Source: an optimization exercise on an open RTL-to-GDS flow (aim: small area). Production flows keep margins and buffers that such runs may drop.
The RTL was checked by simulation tests, not by an equivalence proof against the original design.
No activity file was given, so power comes from the tool's default toggle rates.

==> indigo <==
// IDCT_all
module IDCT_all(seq_in, mode, clk, reset, seq_out_4, seq_out_8);
input  signed [24:0] seq_in;
input                mode;
input                clk;
input                reset;
output signed [24:0] seq_out_4;
output signed [24:0] seq_out_8;
reg       act;         
reg       m8;          
reg [5:0] cnt;         
always @(posedge clk) begin
    if (reset)
        act <= 1'b0;
    else if (!act)
        act <= 1'b1;
    else if (cnt == (m8 ? 6'd63 : 6'd15))
        act <= 1'b0;
    if (!act) begin
        m8  <= mode;
        cnt <= 6'd0;
    end else
        cnt <= cnt + 6'd1;
end
reg [15:0] xr;
reg        xv;
reg        xm;
reg [5:0]  xi;
always @(posedge clk) begin
    xr <= seq_in[15:0];
    xi <= cnt;
    xm <= m8;
    xv <= act & ~reset;
end
wire [2:0]  c1     = xm ? xi[2:0] : {xi[1:0], 1'b0};
wire        first1 = xm ? (xi[2:0] == 3'd0) : (xi[1:0] == 2'd0);
localparam S1 = 13;              
localparam YA = S1 - 7;          
localparam YB = 23 - S1;         
wire [8*S1-1:0] a1;              
wire [8*YB-1:0] b1;              
idct_mac1 pass1 (.clk(clk), .x(xr), .c(c1), .first(first1), .acca(a1), .accb(b1));
reg rd, rdm;         
reg rd2, rdm2;       
always @(posedge clk) begin
    rd   <= xv & (xm ? (xi[2:0] == 3'd7) : (xi[1:0] == 2'd3));
    rdm  <= xm;
    rd2  <= rd;
    rdm2 <= rdm;
end
wire [YA-1:0] ya0 = a1[0*S1+7 +: YA];
wire [YA-1:0] ya1 = a1[1*S1+7 +: YA];
wire [YA-1:0] ya2 = a1[2*S1+7 +: YA];
wire [YA-1:0] ya3 = a1[3*S1+7 +: YA];
wire [YA-1:0] ya4 = a1[4*S1+7 +: YA];
wire [YA-1:0] ya5 = a1[5*S1+7 +: YA];
wire [YA-1:0] ya6 = a1[6*S1+7 +: YA];
wire [YA-1:0] ya7 = a1[7*S1+7 +: YA];
wire [YB-1:0] yb0 = b1[0*YB +: YB];
wire [YB-1:0] yb1 = b1[1*YB +: YB];
wire [YB-1:0] yb2 = b1[2*YB +: YB];
wire [YB-1:0] yb3 = b1[3*YB +: YB];
wire [YB-1:0] yb4 = b1[4*YB +: YB];
wire [YB-1:0] yb5 = b1[5*YB +: YB];
wire [YB-1:0] yb6 = b1[6*YB +: YB];
wire [YB-1:0] yb7 = b1[7*YB +: YB];
reg [YA-1:0] sa1, sa2, sa3, sa4, sa5, sa6, sa7, sa8;
reg [YB-1:0] sb1, sb2, sb3, sb4, sb5, sb6, sb7;
wire ld8a = rd  &  rdm;
  ...
clock: 10.0 ns
lec_check: 0
cap_margin: 20
core_margin: 2
core_utilization: 45
slew_margin: 20
standard.sh (not shown) runs the stock make flow with config.mk's settings and CLKGATE_MAP_FILE= SYNTH_SCRIPT=/design/flow/synth_recipe.tcl, a recipe that flattens the netlist after the stock synthesis.
==> flow/flow/run.sh <==
#!/bin/bash
# Layout flow: the standard flow (standard.sh) with these changes.
#
#  1. Synthesis runs with SYNTH_OPERATIONS_ARGS=-noabc: Yosys's generic
#     "abc -fast" pass is skipped before full-adder extraction, so the
#     ripple-carry adders of the RTL map straight onto full-adder cells
#     instead of full adders wrapped in inverters.
#  2. The combinational logic of that netlist (all but registers, full/half
#     adders and tie cells) is mapped again by ABC with a shorter script
#     (flow/reopt.ys, flow/reopt.abc), and checked equivalent to it
#     (flow/equiv.ys).
#     After each of steps 1 and 2 the registers are compared with the
#     standard synthesis (same instance names and cell types); if a step
#     fails or changes them, the flow goes back to the previous netlist.
#  3. Clock tree synthesis without dummy loads and with larger sink clusters
#     driven by clkbuf_8 leaf buffers (CTS_ARGS).
#  4. Every input and output port still gets its own buffer, but a buf_1
#     instead of the default clkdlybuf4s50_1 (BUFFER_PORTS_ARGS).
#
# Everything else (floorplan, power grid, placement, routing, finishing) is
# standard.sh unchanged. Each step's output goes to its own log file here.
set -uo pipefail

RES=orfs/results/${FLOW_PLATFORM}/IDCT_all/base
LOGS=orfs/logs/${FLOW_PLATFORM}/IDCT_all/base
YOSYS=$(command -v yosys || echo "$FLOW_HOME/../tools/install/yosys/bin/yosys")

flops() {
    grep -oE 'sky130_fd_sc_hd__[a-z0-9_]+ +[^ (]+ *\(' "$1" \
        | grep -E 'sky130_fd_sc_hd__(s?e?df|dl)' | sed 's/ *($//' | sort
}

same_flops() {   # $1: netlist; compared with the standard synthesis
    flops "$1" > flops_check.txt && [[ -s flops_standard.txt ]] \
        && cmp -s flops_standard.txt flops_check.txt
}

use_netlist() {  # $1: netlist to lay out; rebuilds 1_synth.odb from it
    rm -f "$RES/1_2_yosys.v" "$RES/1_synth.odb" "$RES/1_synth.sdc"
    cp "$1" "$RES/1_2_yosys.v"
    [[ -f "$RES/1_2_yosys.sdc" ]] || cp "$FLOW_SDC" "$RES/1_2_yosys.sdc"
    bash standard.sh synth > "synth_odb_$(basename "$1" .v).log" 2>&1
}

# 1. reference: the standard synthesis
bash standard.sh synth > synth_standard.log 2>&1 || exit 1
cp "$RES/1_2_yosys.v" synth_standard.v
cp "$LOGS/1_2_yosys.log" synth_standard_yosys.log 2>/dev/null
flops synth_standard.v > flops_standard.txt
chosen=synth_standard.v

# 1'. synthesis without the generic abc pass
rm -f "$RES/1_2_yosys.v" "$RES/1_2_yosys.sdc" "$RES/1_synth.odb" "$RES/1_synth.sdc"
if SYNTH_OPERATIONS_ARGS=-noabc bash standard.sh synth > synth_noabc.log 2>&1 \
    && [[ -s "$RES/1_2_yosys.v" ]] && same_flops "$RES/1_2_yosys.v"; then
    cp "$RES/1_2_yosys.v" synth_noabc.v
    chosen=synth_noabc.v
    echo "noabc synthesis: used" > synth_choice.txt
else
    echo "noabc synthesis: failed or registers differ, not used" > synth_choice.txt
fi

# 2. re-map the combinational logic
LIB=$(make -s -C "$FLOW_HOME" DESIGN_CONFIG="$PWD/config.mk" WORK_HOME="$PWD/orfs" print-LIB_FILES 2>/dev/null | sed 's/^LIB_FILES: *//' | awk '{print $1}')
DONTUSE=$(make -s -C "$FLOW_HOME" DESIGN_CONFIG="$PWD/config.mk" WORK_HOME="$PWD/orfs" print-DONT_USE_CELLS 2>/dev/null | sed 's/^DONT_USE_CELLS: *//' | awk '{for (i = 1; i <= NF; i++) printf "-dont_use %s ", $i}')
PERIOD_PS=$(awk -v p="$FLOW_PERIOD_NS" 'BEGIN {printf "%d", p * 1000}')
printf 'set_driving_cell sky130_fd_sc_hd__buf_1\nset_load 5\n' > reopt.constr
sed -e "s#@LIB@#$LIB#g" -e "s#@IN@#$chosen#" -e "s#@OUT@#reopt.v#" -e "s#@TOP@#$FLOW_TOP#" \
    -e "s#@DONTUSE@#$DONTUSE#" -e "s#@CONSTR@#-constr reopt.constr#" -e "s#@PERIOD_PS@#$PERIOD_PS#" \
    -e "s#@ABC@#flow/reopt.abc#" flow/reopt.ys > reopt.ys
sed -e "s#@LIB@#$LIB#g" -e "s#@GOLD@#$chosen#" -e "s#@GATE@#reopt.v#" -e "s#@TOP@#$FLOW_TOP#g" \
    flow/equiv.ys > equiv.ys
if [[ -n "$LIB" ]] && timeout 1800 "$YOSYS" -s reopt.ys > reopt_yosys.log 2>&1 \
    && [[ -s reopt.v ]] && same_flops reopt.v \
    && timeout 1800 "$YOSYS" -s equiv.ys > reopt_equiv.log 2>&1; then
    chosen=reopt.v
    echo "re-mapped netlist: used" >> synth_choice.txt
else
    echo "re-mapped netlist: failed, not equivalent or registers differ, not used" >> synth_choice.txt
fi
use_netlist "$chosen" || { use_netlist synth_standard.v || exit 1; }

# 3. the rest of the standard flow, with the clock tree and port buffer settings
BUFFER_PORTS_ARGS="-buffer_cell sky130_fd_sc_hd__buf_1" \
CTS_ARGS="-sink_clustering_enable -repair_clock_nets -dont_use_dummy_load -sink_clustering_size 16 -sink_clustering_max_diameter 60 -buf_list sky130_fd_sc_hd__clkbuf_8" \
    bash standard.sh finish > finish.log 2>&1 || exit 1

[[ -s out/final.def ]]
==> flow/flow/equiv.ys <==
# The re-mapped netlist must do what the synthesized one does, register for
# register (registers are black boxes with the same names in both).
read_liberty -ignore_miss_func @LIB@
read_verilog @GOLD@
rename @TOP@ gold
read_verilog @GATE@
rename @TOP@ gate
blackbox sky130_fd_sc_hd__*df* sky130_fd_sc_hd__*dl* sky130_fd_sc_hd__fa_* sky130_fd_sc_hd__ha_* sky130_fd_sc_hd__conb_*
flatten
equiv_make gold gate eq
hierarchy -top eq
equiv_simple
equiv_status -assert
==> flow/flow/reopt.abc <==
strash
dc2
dch
amap
topo
stime -c
buffer -c
upsize -c
dnsize -c
==> flow/flow/reopt.ys <==
# Re-map the combinational logic of the synthesized netlist with a shorter
# ABC script. Registers, full/half adders and tie cells are kept as they are
# (black boxes); everything else is flattened into logic and mapped again.
read_liberty -ignore_miss_func @LIB@
read_verilog @IN@
hierarchy -top @TOP@
blackbox sky130_fd_sc_hd__*df* sky130_fd_sc_hd__*dl* sky130_fd_sc_hd__fa_* sky130_fd_sc_hd__ha_* sky130_fd_sc_hd__conb_*
flatten
opt_clean -purge
abc -liberty @LIB@ @DONTUSE@ @CONSTR@ -D @PERIOD_PS@ -script @ABC@
opt_clean -purge
setundef -zero
hilomap -singleton -hicell sky130_fd_sc_hd__conb_1 HI -locell sky130_fd_sc_hd__conb_1 LO
splitnets
opt_clean -purge
insbuf -buf sky130_fd_sc_hd__buf_4 A X
stat -liberty @LIB@
write_verilog -noattr -nohex -nodec @OUT@
==> ember: changes against indigo <==
==> flow/flow/run.sh (replaced) <==
#!/bin/bash
# Layout flow: the standard flow (standard.sh) with two changes.
#
#  1. Synthesis runs with SYNTH_OPERATIONS_ARGS=-noabc: Yosys's generic
#     "abc -fast" pass is skipped before full-adder extraction, so the
#     ripple-carry adders of the RTL map straight onto full-adder cells
#     instead of full adders wrapped in inverters. The registers are checked
#     against the standard synthesis (same names and cell types); if they
#     differ in any way, the standard synthesis is used instead.
#  2. Clock tree synthesis without dummy loads and with larger sink clusters
#     driven by clkbuf_8 leaf buffers (CTS_ARGS).
#
# Everything else (floorplan, power grid, placement, routing, finishing) is
# standard.sh unchanged. Each step's output goes to its own log file here.
set -uo pipefail

RES=orfs/results/${FLOW_PLATFORM}/IDCT_all/base
LOGS=orfs/logs/${FLOW_PLATFORM}/IDCT_all/base

flops() {
    grep -oE 'sky130_fd_sc_hd__[a-z0-9_]+ +[^ (]+ *\(' "$1" \
        | grep -E 'sky130_fd_sc_hd__(s?e?df|dl)' | sed 's/ *($//' | sort
}

# 1. reference: the standard synthesis
bash standard.sh synth > synth_standard.log 2>&1 || exit 1
cp "$RES/1_2_yosys.v" synth_standard.v
cp "$LOGS/1_2_yosys.log" synth_standard_yosys.log 2>/dev/null

# 2. synthesis without the generic abc pass
rm -f "$RES/1_2_yosys.v" "$RES/1_2_yosys.sdc" "$RES/1_synth.odb" "$RES/1_synth.sdc"
if SYNTH_OPERATIONS_ARGS=-noabc bash standard.sh synth > synth_noabc.log 2>&1 \
    && [[ -s "$RES/1_2_yosys.v" ]] \
    && flops synth_standard.v > flops_standard.txt \
    && flops "$RES/1_2_yosys.v" > flops_noabc.txt \
    && [[ -s flops_standard.txt ]] \
    && cmp -s flops_standard.txt flops_noabc.txt; then
    echo "using the -noabc synthesis" > synth_choice.txt
else
    echo "registers differ or synthesis failed: using the standard synthesis" > synth_choice.txt
    rm -f "$RES/1_2_yosys.v" "$RES/1_2_yosys.sdc" "$RES/1_synth.odb" "$RES/1_synth.sdc"
    cp synth_standard.v "$RES/1_2_yosys.v"
    cp "$FLOW_SDC" "$RES/1_2_yosys.sdc"
    bash standard.sh synth > synth_restore.log 2>&1 || exit 1
fi

# 3. the rest of the standard flow, with the clock tree settings
CTS_ARGS="-sink_clustering_enable -repair_clock_nets -dont_use_dummy_load -sink_clustering_size 16 -sink_clustering_max_diameter 60 -buf_list sky130_fd_sc_hd__clkbuf_8" \
    bash standard.sh finish > finish.log 2>&1 || exit 1

[[ -s out/final.def ]]
- GPL_TIMING_DRIVEN: unset -> 0
removed: flow/flow/equiv.ys
removed: flow/flow/reopt.abc
removed: flow/flow/reopt.ys
==> xenon: changes against indigo <==
--- a/flow/flow/run.sh
+++ b/flow/flow/run.sh
@@ -68,3 +68,3 @@
 sed -e "s#@LIB@#$LIB#g" -e "s#@IN@#$chosen#" -e "s#@OUT@#reopt.v#" -e "s#@TOP@#$FLOW_TOP#" \
-    -e "s#@DONTUSE@#$DONTUSE#" -e "s#@CONSTR@#-constr reopt.constr#" -e "s#@PERIOD_PS@#$PERIOD_PS#" \
+    -e "s#@DONTUSE@#$DONTUSE#" -e "s#@CONSTR@##" -e "s#@PERIOD_PS@#$PERIOD_PS#" \
     -e "s#@ABC@#flow/reopt.abc#" flow/reopt.ys > reopt.ys
==> flow/flow/reopt.abc (replaced) <==
&get -n
&st
&dch
&nf
&put
buffer -c
topo
stime -c
upsize -c
dnsize -c
==> notes <==
Combinational power, lowest first: indigo, xenon, ember.
Via count: indigo > ember > xenon.
Fmax: xenon > indigo > ember.
The lowest cell area belongs to indigo, the highest to ember.
Wire length, lowest first: xenon, indigo, ember.

re-timing with driven ports:
In the flow no input, the clock included, has a driving cell. The finished layouts below were timed again as built, in two steps. Step 1 (the two cells are an assumption about what drives the block):
set clk [get_ports {clk}]
set_driving_cell -lib_cell sky130_fd_sc_hd__clkbuf_16 $clk
set_driving_cell -lib_cell sky130_fd_sc_hd__buf_2 [delete_from_list [all_inputs] $clk]
Step 2, shift: input delay + t, output delay - t, t = (earliest + latest rising clock arrival at the registers) / 2. This alone moves slack from input paths to output paths. a / b / c = no drivers / after step 1 / after step 2; a / b = the first two.
| run | t, ns | setup WS [ns] | slew at the worst register clock pin (ns) |
|---|---|---|---|
| indigo | 0.929 | 0.448 / 0.448 / 0.448 | 0.10 / 0.10 |
| ember | 0.944 | 0.255 / 0.255 / 0.255 | 0.10 / 0.10 |
| xenon | 0.951 | 0.530 / 0.530 / 0.530 | 0.10 / 0.10 |
After both steps setup and hold are still met in every run listed.
